Context: an optimization exercise on an open-source flow, tuned for small area, a short achievable clock period and few clock cycles. The choices shown serve that exercise and are no tape-out recipe.
Power figures rest on the tool's default switching activity, not on a simulated workload.

// L1_cache
module L1_cache
(
	input clk,
	input rst,
	input [31:0] mem_address, mem_wdata,
	input logic mem_read, mem_write,
	input [3:0] mem_byte_enable,
	output [31:0] mem_rdata,
	output logic mem_resp,
	input logic pmem_resp,
	input [255:0] pmem_rdata,
	output pmem_read, pmem_write,
	output logic [31:0] pmem_address,
	output [255:0] pmem_wdata
);
logic [255:0] line;
logic [26:0] tag;
logic valid, dirty;
logic rd_q, wr_q, resp_q;
logic [7:0] wsel;      
logic [3:0] wbe;       
wire idle = ~(rd_q | wr_q | resp_q);
wire req  = mem_read | mem_write;
wire hit  = valid & (tag == mem_address[31:5]);
assign pmem_read    = rd_q;
assign pmem_write   = wr_q;
assign mem_resp     = resp_q;
assign pmem_address = {tag, 5'b0};
assign pmem_wdata   = line;
always_comb begin
	mem_rdata = '0;
	for (int w = 0; w < 8; w++)
		mem_rdata = mem_rdata | ({32{wsel[w]}} & line[32*w +: 32]);
end
always_ff @(posedge clk) begin
	if (rst) begin
		rd_q <= 1'b0;
		wr_q <= 1'b0;
		resp_q <= 1'b0;
		valid <= 1'b0;
		dirty <= 1'b0;
	end else begin
		if (idle & req) begin
			if (hit) resp_q <= 1'b1;
			else if (dirty) wr_q <= 1'b1;
			else rd_q <= 1'b1;
		end
		if (wr_q & pmem_resp) begin
			wr_q <= 1'b0;
			rd_q <= 1'b1;
			dirty <= 1'b0;
		end
		if (rd_q & pmem_resp) begin
			rd_q <= 1'b0;
			resp_q <= 1'b1;
			valid <= 1'b1;
		end
		if (resp_q) begin
			resp_q <= 1'b0;
			if (|wbe) dirty <= 1'b1;
		end
	end
end
always_ff @(posedge clk) begin
	if (idle) begin
		for (int w = 0; w < 8; w++)
			wsel[w] <= (mem_address[4:2] == 3'(w));
		wbe <= mem_write ? mem_byte_enable : 4'b0;
	end
	if ((idle & req & ~dirty) | (wr_q & pmem_resp))
		tag <= mem_address[31:5];
end
logic [255:0] line_d;
always_comb begin
	for (int k = 0; k < 32; k++) begin
		logic m, f, h;
		m = wsel[k / 4] & wbe[k % 4] & (rd_q | resp_q);
		f = rd_q & ~m;
		h = ~rd_q & ~m;
		line_d[8*k +: 8] = ({8{m}} & mem_wdata[8*(k%4) +: 8])
		                 | ({8{f}} & pmem_rdata[8*k +: 8])
		                 | ({8{h}} & line[8*k +: 8]);
	end
end
always_ff @(posedge clk)
	line <= line_d;
endmodule
Settings: LEC_CHECK=0, ABC_AREA=1, CAP_MARGIN=20, CORE_AREA=4 4 226 226, DIE_AREA=0 0 230 230, PLACE_DENSITY=0.6, SLEW_MARGIN=20; clock period 10.0 ns.
standard.sh (not shown) runs the stock make flow with config.mk's settings and CLKGATE_MAP_FILE= SYNTH_SCRIPT=/design/flow/synth_recipe.tcl, a recipe that flattens the netlist after the stock synthesis.
==> flow/flow/run.sh <==
#!/bin/bash
# Standard layout, with plain buffers on the ports and timing repair aimed at
# a larger setup margin. The whole ORFS output goes to standard_flow.log.
set -euo pipefail
bash standard.sh "BUFFER_PORTS_ARGS=-buffer_cell sky130_fd_sc_hd__buf_2" SETUP_SLACK_MARGIN=5 finish > standard_flow.log 2>&1
Edit:
CORE_AREA = default   (was 4 4 226 226)
CORE_MARGIN = 2   (was default)
CORE_UTILIZATION = 45   (was default)
DIE_AREA = default   (was 0 0 230 230)
=>
- This time the run stopped in I/O pin placement (3_2_place_iop) on PPL-0024
- synthesized area stays the same
- synthesized cell count does not change
Edit:
==> flow/flow/run.sh (replaced) <==
#!/bin/bash
# Standard layout, with plain buffers on the ports and timing repair aimed at
# a larger setup margin. The whole ORFS output goes to standard_flow.log.
set -euo pipefail
bash standard.sh "BUFFER_PORTS_ARGS=-buffer_cell sky130_fd_sc_hd__buf_2" SETUP_SLACK_MARGIN=7 finish > standard_flow.log 2>&1
CORE_AREA = 4 4 226 226   (was default)
CORE_MARGIN = default   (was 2)
CORE_UTILIZATION = default   (was 45)
DIE_AREA = 0 0 230 230   (was default)
Result: Now the flow ran to the end with no violations; synthesized cell count is unchanged; area after synthesis is unchanged.
Edit:
CORE_AREA = default   (was 4 4 226 226)
CORE_MARGIN = 2   (was default)
CORE_UTILIZATION = 45   (was default)
DIE_AREA = default   (was 0 0 230 230)
The changed run died in I/O pin placement (3_2_place_iop) (PPL-0024).
Area after synthesis does not change.
Synthesized cell count is unchanged.
No functional check of the RTL was part of any run of this note.

========
== run A ==
L1_cache, a different RTL version from the one above (not shown whole).
For scale: ~2200 cells after synthesis, roughly 340 flip-flops, about 650 I/O pins, ~15000 um^2 of cells after synthesis.
clock: 10.0 ns
lec_check: 0
abc_area: 1
cap_margin: 20
core_area: 4 4 226 226
die_area: 0 0 230 230
place_density: 0.6
slew_margin: 20
==> flow/flow/run.sh <==
#!/bin/bash
# Standard layout, with plain buffers on the ports, a clock tree without
# dummy loads and timing repair aimed at a larger setup margin. The whole
# ORFS output goes to standard_flow.log.
set -euo pipefail
bash standard.sh "BUFFER_PORTS_ARGS=-buffer_cell sky130_fd_sc_hd__buf_1" \
  "CTS_ARGS=-sink_clustering_enable -repair_clock_nets -dont_use_dummy_load" \
  SETUP_SLACK_MARGIN=6.9 finish > standard_flow.log 2>&1
Setup changes, run A to run B
diff --git a/flow/flow/run.sh b/flow/flow/run.sh
--- a/flow/flow/run.sh
+++ b/flow/flow/run.sh
@@ -5,4 +5,4 @@
 set -euo pipefail
 bash standard.sh "BUFFER_PORTS_ARGS=-buffer_cell sky130_fd_sc_hd__buf_1" \
-  "CTS_ARGS=-sink_clustering_enable -repair_clock_nets -dont_use_dummy_load" \
+  "CTS_ARGS=-sink_clustering_enable -repair_clock_nets -dont_use_dummy_load -buf_list sky130_fd_sc_hd__clkbuf_8 -root_buf sky130_fd_sc_hd__clkbuf_16 -sink_clustering_size 12 -sink_clustering_max_diameter 60 -sink_clustering_levels 1" \
   SETUP_SLACK_MARGIN=6.9 finish > standard_flow.log 2>&1
==> run notes <==
Lower number of antenna violations at the first check in global routing among run B and run A: run B. Run B completed; timing, DRC and antenna clean. Run B vs. run A: combinational power about even, power went down by 7.2%, wire length held steady. On global-route met2 utilization, run A tracks run B almost exactly.
What run C does differently from run B at the input level:
==> flow/flow/run.sh <==
#!/bin/bash
# Standard layout, with plain buffers on the ports and timing repair aimed at
# a larger setup margin. The whole ORFS output goes to standard_flow.log.
set -euo pipefail
bash standard.sh "BUFFER_PORTS_ARGS=-buffer_cell sky130_fd_sc_hd__buf_1" SETUP_SLACK_MARGIN=6.9 finish > standard_flow.log 2>&1
[summary]
Diff run B -> run C: maximum clock rate was more or less identical, final cell count went up by 1.1%. tag[13] as the first element of the critical path was reported by run B, and tag[5] by run C. Re number of placed cells counting well taps: no difference whatsoever between run C and run B. Run C has less setup slack than run B. Relative to run B, the internal cell power measured on run C has increased by more than 10%.
No functional check of the RTL was part of any run of this note.

[afterwards: timing with drivers on the ports]
No port has a modelled driver above. Below, the same layouts with a new extraction and two added sets of constraints.
Step 1 sets driving cells, clkbuf_16 on the clock port and buf_2 on the other inputs (assumed; they add their load-dependent delay and slew).
Step 2 times the ports against the registers' clock, not the clock port: input delays grow and output delays shrink by t, the midpoint of the rising clock arrivals with the driver on.
Three values: no drivers, after step 1, after step 2; two values: the first two.
run	t (ns)	setup WS [ns]	latest minus earliest clock arrival (ns)	slew at the worst register clock pin (ns)	cell pins on the clock port's net
the first run of note 1	0.580	5.178 / 5.128 / 5.708	0.026 / 0.026	0.06 / 0.06	1
the third run of note 1	0.589	5.816 / 5.757 / 6.346	0.030 / 0.029	0.06 / 0.06	1
run A	0.587	6.887 / 6.830 / 6.317	0.043 / 0.043	0.06 / 0.06	1
run B	0.563	6.884 / 6.827 / 6.316	0.048 / 0.048	0.09 / 0.09	1
run C	0.601	6.879 / 6.821 / 6.301	0.024 / 0.025	0.06 / 0.06	1
After both steps setup and hold are still met in every run listed. The setup slack of run C, which loses most, moves by -0.058 ns with the drivers and by -0.578 ns with both steps.
